This is an optimization exercise on Yosys and OpenROAD, whose aim is small area, a short achievable clock period and few clock cycles, not a production implementation.
RTL that was checked went through simulation tests only; none was proved equivalent to the original.
Power is estimated from default activity; no workload was simulated.

==> inputs of job 2010 <==
## mat_mul
module mat_mul #
    (
        parameter integer INPUT_SIZE = 49,
        parameter integer RESULT_SIZE = 1,
        parameter integer WEIGHT_SIZE = INPUT_SIZE*RESULT_SIZE,
        parameter integer INPUT_ADDR_SIZE = 10,
        parameter integer RESULT_ADDR_SIZE = 2,
        parameter integer WEIGHT_ADDR_SIZE = 6,
        parameter integer FIXED_POINT_AMOUNT = 12,
        parameter integer DATA_WIDTH = 32
    )
    (
        input wire  s00_axi_aclk,
        input wire  s00_axi_aresetn,
        output wire  s00_axis_tready,
        input  wire  [DATA_WIDTH-1 : 0] s00_axis_tdata,
        input  wire  s00_axis_tlast,
        input  wire  s00_axis_tvalid,
        output wire  m00_axis_tvalid,
        output wire  [DATA_WIDTH-1 : 0] m00_axis_tdata,
        output wire  [(DATA_WIDTH/8)-1 : 0] m00_axis_tstrb,
        output wire  m00_axis_tlast,
        input  wire  m00_axis_tready,
        input wire sel,
        input wire start,
        output wire [DATA_WIDTH-1 : 0] MAC_result,
        output wire valid_MAC_result
    );
Settings: LEC_CHECK=0, ABC_AREA=1, CAP_MARGIN=20, CORE_MARGIN=2, CORE_UTILIZATION=55, CTS_BUF_LIST=sky130_fd_sc_hd__clkbuf_16, CTS_CLUSTER_DIAMETER=100, CTS_CLUSTER_SIZE=25, PLACE_DENSITY=0.65, SLEW_MARGIN=20; clock period 15.0 ns.
standard.sh (not shown) runs the stock make flow with config.mk's settings and CLKGATE_MAP_FILE= SYNTH_SCRIPT=/design/flow/synth_recipe.tcl, a recipe that flattens the netlist after the stock synthesis.
==> flow/flow/run.sh <==
#!/bin/bash
set -euo pipefail
bash standard.sh SETUP_SLACK_MARGIN=10.55 \
    "BUFFER_PORTS_ARGS=-buffer_cell sky130_fd_sc_hd__buf_4" \
    "CTS_ARGS=-sink_clustering_enable -repair_clock_nets -sink_clustering_size 25 -sink_clustering_max_diameter 100 -buf_list sky130_fd_sc_hd__clkbuf_16 -dont_use_dummy_load" \
    finish > flow_make.log 2>&1
==> inputs of job 8384, as changes to job 2010 <==
--- a/flow/design.v
+++ b/flow/design.v
@@ -54,13 +54,13 @@
     localparam [2:0] SP_IDLE = 3'd0, SP_SYNC = 3'd1, SP_SHIFT = 3'd2,
                      SP_RUN = 3'd3, SP_D1 = 3'd4, SP_D2 = 3'd5;
     reg  [2:0] sp;
     reg        sh1;            
     wire rl = (sp == SP_SHIFT);
     reg        m1v, m1f;       
-    reg        m2v;            
+    reg        m2v, m2f;       
     reg        vq;             
     reg        vr;             
     reg  [31:0] acc;           
     reg  [31:0] res;           
     reg  [31:0] od;            
     reg        s0, s1, s2, tv;
@@ -83,32 +83,31 @@
     reg  [47:0] wb;
     always @(posedge clk) wb <= wenc;
     wire [97:0] hb;
     booth_mul44h mul (.e(wb), .m(x[0]), .hb(hb));
     reg  [97:0] ph;
     always @(posedge clk) ph <= hb;
+    wire [31:0] acc_in = m2f ? 32'd0 : acc;
     wire [31:0] acc_sum;
-    acc_add aadd (.a(acc), .hb(ph), .s(acc_sum));
+    acc_add aadd (.a(acc_in), .hb(ph), .s(acc_sum));
     always @(posedge clk) begin
         if (rst)
             acc <= 32'd0;
         else if (rl)
             acc <= x[N-1];
-        else if (m1f)
-            acc <= 32'd0;
         else if (m2v)
             acc <= acc_sum;
     end
     wire [5:0] cw_n = (first & ~sel) ? 6'd1 : inc49(cw);
     always @(posedge clk) begin
         if (rst) begin
             rdy <= 1'b0; busy <= 1'b0; ldx <= 1'b0;
             w_ok <= 1'b0; x_ok <= 1'b0; dirty <= 1'b0;
             cw <= 6'd0; cx <= 6'd0; tsel <= {NT{1'b0}};
             sp <= SP_IDLE; sh1 <= 1'b0;
-            m1v <= 1'b0; m1f <= 1'b0; m2v <= 1'b0;
+            m1v <= 1'b0; m1f <= 1'b0; m2v <= 1'b0; m2f <= 1'b0;
             vq <= 1'b0; res <= 32'd0;
             s0 <= 1'b0; s1 <= 1'b0; s2 <= 1'b0; tv <= 1'b0;
         end else begin
             if (xfer & s00_axis_tlast)
                 busy <= 1'b0;
             else if (first)
@@ -155,13 +154,13 @@
                     if (cx == 6'd48) sp <= SP_D1;
                 end
                 SP_D1: sp <= SP_D2;
                 SP_D2: begin sp <= SP_IDLE; dirty <= 1'b0; end
                 default: sp <= SP_IDLE;
             endcase
-            m2v <= m1v;
+            m2v <= m1v; m2f <= m1f;
             vq <= (start & ~dirty) | (sp == SP_D2);
             if (vr) res <= acc;
             s0 <= m00_axis_tready;
             s1 <= s0;
             s2 <= s1;
             tv <= m00_axis_tready | s0 | s1 | s2;
==> flow/flow/run.sh (replaced) <==
#!/bin/bash
set -euo pipefail
bash standard.sh SETUP_SLACK_MARGIN=10.8 \
    "BUFFER_PORTS_ARGS=-buffer_cell sky130_fd_sc_hd__buf_4" \
    "CTS_ARGS=-sink_clustering_enable -repair_clock_nets -sink_clustering_size 25 -sink_clustering_max_diameter 100 -buf_list sky130_fd_sc_hd__clkbuf_16 -dont_use_dummy_load" \
    finish > flow_make.log 2>&1
==> summary.txt <==
- Mapped cell area: 0.09283 sq mm
- Sequential cell area fraction in the yosys report: ~74%
- Fin worst setup slack: 10.66 ns
- CTS clock-pin slew for the worst setup and hold paths: 0.09 ns
- Final Cell Area: 0.1016 sq mm
- Clk Latency, worst-skew pair: 0.81 ns
- Status: complete, no violations
- Clock group share of total power: 28.6%
- Nets: 7,483
- Clock buffer count: approximately 160
- DR WL met2: roughly 81 mm
- WL final: 193.3 mm
[end of results for job 8384]
==> summary.txt <==
- Status: complete, no violations
- Fin worst setup slack: 10.57 ns
- Asr flop ratio synth: 0%
- DR WL met2: just over 80 mm
- Final Cell Area: 0.1002 sq mm
- Nets: 7,447
- WL final: between 150 and 200 mm
- Pre-CTS setup slack: 9.601 ns
- CTS clock-pin slew for the worst setup and hold paths: 0.10 ns
- Layout area overhead: 8.137%
- Sequential cell area fraction in the yosys report: about three quarters
- Seq pwr share: 64.0%
- Synth Flop Type: dfxtp_1
- Mapped cell area: 0.09269 sq mm
- Clock group share of total power: 26.0%
- Clock buffer count: 158
[end of results for job 2010]
Testbench counts of job 8384, summed over its fixed seeds: cycles 27,609.
No functional check of the RTL was part of job 2010.


==> 09-28: inputs <==
Another version of the RTL of mat_mul (not shown whole).
==> flow/config.mk <==
export PLATFORM = sky130hd
export DESIGN_NAME = mat_mul
export DESIGN_NICKNAME = mat_mul
export VERILOG_FILES = /design/flow/design.v
export SDC_FILE = /design/flow/constraint.sdc
export NUM_CORES = 4
export LEC_CHECK = 0
export ABC_AREA = 1
export CAP_MARGIN = 20
export CORE_MARGIN = 2
export CORE_UTILIZATION = 55
export CTS_BUF_LIST = sky130_fd_sc_hd__clkbuf_16
export CTS_CLUSTER_DIAMETER = 100
export CTS_CLUSTER_SIZE = 25
export PLACE_DENSITY = 0.65
export SLEW_MARGIN = 20
==> flow/constraint.sdc <==
create_clock -name core_clock -period 15.0 [get_ports {s00_axi_aclk}]
set_input_delay 3.0000 -clock core_clock [delete_from_list [all_inputs] [get_ports {s00_axi_aclk}]]
set_output_delay 3.0000 -clock core_clock [all_outputs]
set_load 0.01 [all_outputs]
==> flow/flow/run.sh <==
#!/bin/bash
set -euo pipefail
bash standard.sh SETUP_SLACK_MARGIN=10.8 \
    "BUFFER_PORTS_ARGS=-buffer_cell sky130_fd_sc_hd__buf_4" \
    "CTS_ARGS=-sink_clustering_enable -repair_clock_nets -sink_clustering_size 25 -sink_clustering_max_diameter 100 -buf_list sky130_fd_sc_hd__clkbuf_16 -dont_use_dummy_load" \
    finish > flow_make.log 2>&1
==> 04-16: changes against 09-28 <==
==> flow/flow/run.sh (replaced) <==
#!/bin/bash
set -euo pipefail
bash standard.sh SETUP_SLACK_MARGIN=11.0 \
    "BUFFER_PORTS_ARGS=-buffer_cell sky130_fd_sc_hd__buf_4" \
    "CTS_ARGS=-sink_clustering_enable -repair_clock_nets -sink_clustering_size 28 -sink_clustering_max_diameter 100 -buf_list sky130_fd_sc_hd__clkbuf_16 -dont_use_dummy_load" \
    finish > flow_make.log 2>&1
Settings changed: CORE_UTILIZATION 55 to 65, CTS_CLUSTER_SIZE 25 to 28, PLACE_DENSITY 0.65 to 0.72.
==> summary.txt <==
| quantity | 04-16 | 09-28 |
|---|---|---|
| Hold path endpoint | x[12][30]$_DFF_P_ | w[20][22]$_DFF_P_ |
| Number of buffers and inverters on the critical path | 3 | 5 |
| Run status | complete, no violations | complete, no violations |
| Placer Congestion | 0.961 | 0.908 |
| Critical path endpoint | ps[19]$_DFF_P_ | ps[17]$_DFF_P_ |
| Fill cell count | 8817 | 12500 |
| Start point of the critical path | x[0][31]$_DFF_P_ | x[0][29]$_DFF_P_ |
| Part of the power in registers | 66.3% | 65.5% |
| Clock tree cell share of total cell area | 3.44% | 3.81% |
| Routed length on met1 | 84.2 mm | 86.4 mm |
| First-pass GRT wire length | 284 mm | 280 mm |
| Internal power component | 0.0115 W | 0.0116 W |
| Routed vias | 46100 | 45400 |
| Met1 track demand over resource | 37.6% | 31.8% |
| Row Count | 137 | 149 |
| Area occupied by multi-input gates | 21600 um2 | 21200 um2 |
| Area of all placed cells without fillers | 102000 um2 | 102000 um2 |
| Number of setup buffers added after CTS | 153 | 135 |
Function was not checked in any run of this note: the RTL went through the layout flow alone.


==> job 3293: inputs <==
mat_mul, a different RTL version from the one above (not shown whole).
==> flow/design.v (excerpt) <==
module mat_mul #
    (
        parameter integer INPUT_SIZE = 49,
        parameter integer RESULT_SIZE = 1,
        parameter integer WEIGHT_SIZE = INPUT_SIZE*RESULT_SIZE,
        parameter integer INPUT_ADDR_SIZE = 10,
        parameter integer RESULT_ADDR_SIZE = 2,
        parameter integer WEIGHT_ADDR_SIZE = 6,
        parameter integer FIXED_POINT_AMOUNT = 12,
        parameter integer DATA_WIDTH = 32
    )
    (
        input wire  s00_axi_aclk,
        input wire  s00_axi_aresetn,
        output wire  s00_axis_tready,
        input  wire  [DATA_WIDTH-1 : 0] s00_axis_tdata,
        input  wire  s00_axis_tlast,
        input  wire  s00_axis_tvalid,
        output wire  m00_axis_tvalid,
        output wire  [DATA_WIDTH-1 : 0] m00_axis_tdata,
        output wire  [(DATA_WIDTH/8)-1 : 0] m00_axis_tstrb,
        output wire  m00_axis_tlast,
        input  wire  m00_axis_tready,
        input wire sel,
        input wire start,
        output wire [DATA_WIDTH-1 : 0] MAC_result,
        output wire valid_MAC_result
    );
export LEC_CHECK = 0
export ABC_AREA = 1
export CAP_MARGIN = 20
export CORE_MARGIN = 2
export CORE_UTILIZATION = 55
export CTS_BUF_LIST = sky130_fd_sc_hd__clkbuf_16
export CTS_CLUSTER_DIAMETER = 100
export CTS_CLUSTER_SIZE = 25
export PLACE_DENSITY = 0.65
export SLEW_MARGIN = 20
create_clock -name core_clock -period 15.0 [get_ports {s00_axi_aclk}]
==> flow/flow/run.sh <==
#!/bin/bash
set -euo pipefail
bash standard.sh SETUP_SLACK_MARGIN=10.8 \
    "BUFFER_PORTS_ARGS=-buffer_cell sky130_fd_sc_hd__buf_4" \
    "CTS_ARGS=-sink_clustering_enable -repair_clock_nets -sink_clustering_size 25 -sink_clustering_max_diameter 100 -buf_list sky130_fd_sc_hd__clkbuf_16 -dont_use_dummy_load" \
    finish > flow_make.log 2>&1
==> job 8379: changes against job 3293 <==
--- a/flow/design.v
+++ b/flow/design.v
@@ -63,27 +63,25 @@
     reg  [31:0] acc;           
     reg  [31:0] res;           
     reg  [31:0] od;            
     reg        s0, s1, s2, tv;
     reg [31:0] w [0:N-1];
     reg [31:0] x [0:N-1];
     reg [33:0] x3;             
     wire [31:0] x0_n = ins_x ? s00_axis_tdata : (rl ? acc : x[N-1]);
-    wire [33:0] x3_n;
-    bk_add34 x3add (.a({{2{x0_n[31]}}, x0_n}), .b({x0_n[31], x0_n, 1'b0}), .s(x3_n));
     integer k;
     always @(posedge clk) begin
         for (k = 1; k < N; k = k + 1) begin
             w[k] <= w[k-1];
             x[k] <= x[k-1];
         end
         w[0] <= ins_w ? s00_axis_tdata : w[N-1];
         x[0] <= x0_n;
-        x3   <= x3_n;
+        x3   <= {{2{x0_n[31]}}, x0_n} + {x0_n[31], x0_n, 1'b0};
     end
     wire [31:0] wtap = ({32{tsel[0]}} & w[0])  | ({32{tsel[1]}} & w[8])  |
                        ({32{tsel[2]}} & w[16]) | ({32{tsel[3]}} & w[24]) |
                        ({32{tsel[4]}} & w[32]) | ({32{tsel[5]}} & w[40]);
     wire [54:0] wenc;
     booth8_enc benc (.y(wtap), .e(wenc));
     reg  [54:0] wb;
     always @(posedge clk) wb <= wenc;
@@ -1284,141 +1282,16 @@
     assign s[25] = p[25] ^ G54;
     assign s[26] = p[26] ^ G41;
     assign s[27] = p[27] ^ G55;
     assign s[28] = p[28] ^ G35;
     assign s[29] = p[29] ^ G56;
     assign s[30] = p[30] ^ G42;
     assign s[31] = p[31] ^ G57;
 endmodule
-module bk_add34 (input wire [33:0] a, input wire [33:0] b, output wire [33:0] s);
-    wire [33:0] p = a ^ b;
-    wire [33:0] g = a & b;
-    wire G1 = g[1] | (p[1] & g[0]);
-    wire G2 = g[3] | (p[3] & g[2]);
-    wire P2 = p[3] & p[2];
-    wire G3 = g[5] | (p[5] & g[4]);
-    wire P3 = p[5] & p[4];
-    wire G4 = g[7] | (p[7] & g[6]);
-    wire P4 = p[7] & p[6];
-    wire G5 = g[9] | (p[9] & g[8]);
-    wire P5 = p[9] & p[8];
-    wire G6 = g[11] | (p[11] & g[10]);
-    wire P6 = p[11] & p[10];
-    wire G7 = g[13] | (p[13] & g[12]);
-    wire P7 = p[13] & p[12];
-    wire G8 = g[15] | (p[15] & g[14]);
-    wire P8 = p[15] & p[14];
-    wire G9 = g[17] | (p[17] & g[16]);
-    wire P9 = p[17] & p[16];
-    wire G10 = g[19] | (p[19] & g[18]);
-    wire P10 = p[19] & p[18];
-    wire G11 = g[21] | (p[21] & g[20]);
-    wire P11 = p[21] & p[20];
-    wire G12 = g[23] | (p[23] & g[22]);
-    wire P12 = p[23] & p[22];
-    wire G13 = g[25] | (p[25] & g[24]);
-    wire P13 = p[25] & p[24];
-    wire G14 = g[27] | (p[27] & g[26]);
-    wire P14 = p[27] & p[26];
-    wire G15 = g[29] | (p[29] & g[28]);
-    wire P15 = p[29] & p[28];
-    wire G16 = g[31] | (p[31] & g[30]);
-    wire P16 = p[31] & p[30];
-    wire G17 = g[33] | (p[33] & g[32]);
-    wire P17 = p[33] & p[32];
-    wire G18 = G2 | (P2 & G1);
-    wire G19 = G4 | (P4 & G3);
-    wire P19 = P4 & P3;
-    wire G20 = G6 | (P6 & G5);
-    wire P20 = P6 & P5;
-    wire G21 = G8 | (P8 & G7);
-    wire P21 = P8 & P7;
-    wire G22 = G10 | (P10 & G9);
-    wire P22 = P10 & P9;
-    wire G23 = G12 | (P12 & G11);
-    wire P23 = P12 & P11;
-    wire G24 = G14 | (P14 & G13);
-    wire P24 = P14 & P13;
-    wire G25 = G16 | (P16 & G15);
-    wire P25 = P16 & P15;
-    wire G26 = G19 | (P19 & G18);
-    wire G27 = G21 | (P21 & G20);
-    wire P27 = P21 & P20;
-    wire G28 = G23 | (P23 & G22);
-    wire P28 = P23 & P22;
-    wire G29 = G25 | (P25 & G24);
-    wire P29 = P25 & P24;
-    wire G30 = G27 | (P27 & G26);
-    wire G31 = G29 | (P29 & G28);
-    wire P31 = P29 & P28;
-    wire G32 = G31 | (P31 & G30);
-    wire G33 = G28 | (P28 & G30);
-    wire G34 = G20 | (P20 & G26);
-    wire G35 = G22 | (P22 & G30);
-    wire G36 = G24 | (P24 & G33);
-    wire G37 = G3 | (P3 & G18);
-    wire G38 = G5 | (P5 & G26);
-    wire G39 = G7 | (P7 & G34);
-    wire G40 = G9 | (P9 & G30);
-    wire G41 = G11 | (P11 & G35);
-    wire G42 = G13 | (P13 & G33);
-    wire G43 = G15 | (P15 & G36);
-    wire G44 = G17 | (P17 & G32);
-    wire G45 = g[2] | (p[2] & G1);
-    wire G46 = g[4] | (p[4] & G18);
-    wire G47 = g[6] | (p[6] & G37);
-    wire G48 = g[8] | (p[8] & G26);
-    wire G49 = g[10] | (p[10] & G38);
-    wire G50 = g[12] | (p[12] & G34);
-    wire G51 = g[14] | (p[14] & G39);
-    wire G52 = g[16] | (p[16] & G30);
-    wire G53 = g[18] | (p[18] & G40);
-    wire G54 = g[20] | (p[20] & G35);
-    wire G55 = g[22] | (p[22] & G41);
-    wire G56 = g[24] | (p[24] & G33);
-    wire G57 = g[26] | (p[26] & G42);
-    wire G58 = g[28] | (p[28] & G36);
-    wire G59 = g[30] | (p[30] & G43);
-    wire G60 = g[32] | (p[32] & G32);
-    assign s[0] = p[0];
-    assign s[1] = p[1] ^ g[0];
-    assign s[2] = p[2] ^ G1;
-    assign s[3] = p[3] ^ G45;
-    assign s[4] = p[4] ^ G18;
-    assign s[5] = p[5] ^ G46;
-    assign s[6] = p[6] ^ G37;
-    assign s[7] = p[7] ^ G47;
-    assign s[8] = p[8] ^ G26;
-    assign s[9] = p[9] ^ G48;
-    assign s[10] = p[10] ^ G38;
-    assign s[11] = p[11] ^ G49;
-    assign s[12] = p[12] ^ G34;
-    assign s[13] = p[13] ^ G50;
-    assign s[14] = p[14] ^ G39;
-    assign s[15] = p[15] ^ G51;
-    assign s[16] = p[16] ^ G30;
-    assign s[17] = p[17] ^ G52;
-    assign s[18] = p[18] ^ G40;
-    assign s[19] = p[19] ^ G53;
-    assign s[20] = p[20] ^ G35;
-    assign s[21] = p[21] ^ G54;
-    assign s[22] = p[22] ^ G41;
-    assign s[23] = p[23] ^ G55;
-    assign s[24] = p[24] ^ G33;
-    assign s[25] = p[25] ^ G56;
-    assign s[26] = p[26] ^ G42;
-    assign s[27] = p[27] ^ G57;
-    assign s[28] = p[28] ^ G36;
-    assign s[29] = p[29] ^ G58;
-    assign s[30] = p[30] ^ G43;
-    assign s[31] = p[31] ^ G59;
-    assign s[32] = p[32] ^ G32;
-    assign s[33] = p[33] ^ G60;
-endmodule
 module cy12 (input wire [11:0] a, input wire [11:0] b, output wire co);
     wire [11:0] p = a ^ b;
     wire [11:0] g = a & b;
     wire G1 = g[11] | (p[11] & g[10]);
     wire P1 = p[11] & p[10];
     wire G2 = G1 | (P1 & g[9]);
     wire P2 = P1 & p[9];
     wire G3 = g[8] | (p[8] & g[7]);
==> comparison <==
Job 3293 ran to the end with no violations. Job 8379 completed with no timing, DRC or antenna violations.
Of job 3293 and job 8379, job 3293 has the higher critical path depth (gap 5).
Of job 8379 and job 3293, job 8379 has the higher cell count (gap 1.5%, measured against job 3293).
In clock power, job 8379 and job 3293 hardly differ.
In sequential power, job 8379 and job 3293 hardly differ.
Function was not checked in any run of this note: the RTL went through the layout flow alone.

## separate check: timing with driven ports
The flow's constraints put no driver on any port. The routed layouts listed below were extracted and timed again, unchanged, in two steps.
Step 1 assumes that a clkbuf_16 drives the clock port and a buf_2 every other input.
Step 2 times the ports against the registers' clock, not the clock port: input delays grow and output delays shrink by t, the midpoint of the rising clock arrivals with the driver on.
a / b / c = ideal / step 1 / step 2; a / b = the first two.
run	t, ns	slack for setup (ns)	hold WS [ns]	worst setup path at the end	worst data-port slew with drivers (ns)
job 2010	0.872	10.567 / 10.523 / 9.882	0.274 / 0.274 / 0.274	input to register	0.16
job 8384	0.873	10.664 / 10.582 / 10.184	0.290 / 0.290 / 0.290	input to register	0.06
09-28	0.885	10.567 / 10.532 / 10.073	0.278 / 0.278 / 0.278	input to register	0.06
04-16	0.830	10.625 / 10.569 / 10.156	0.245 / 0.245 / 0.245	input to register	0.10
job 3293	0.862	10.057 / 10.087 / 9.225	0.274 / 0.274 / 0.274	input to register	0.21
job 8379	0.882	10.316 / 10.360 / 9.477	0.267 / 0.267 / 0.267	input to register	0.06
After both steps setup and hold are still met in every run listed. For job 8379, which loses most, drivers alone change the setup slack by +0.044 ns; drivers and shift together by -0.839 ns.
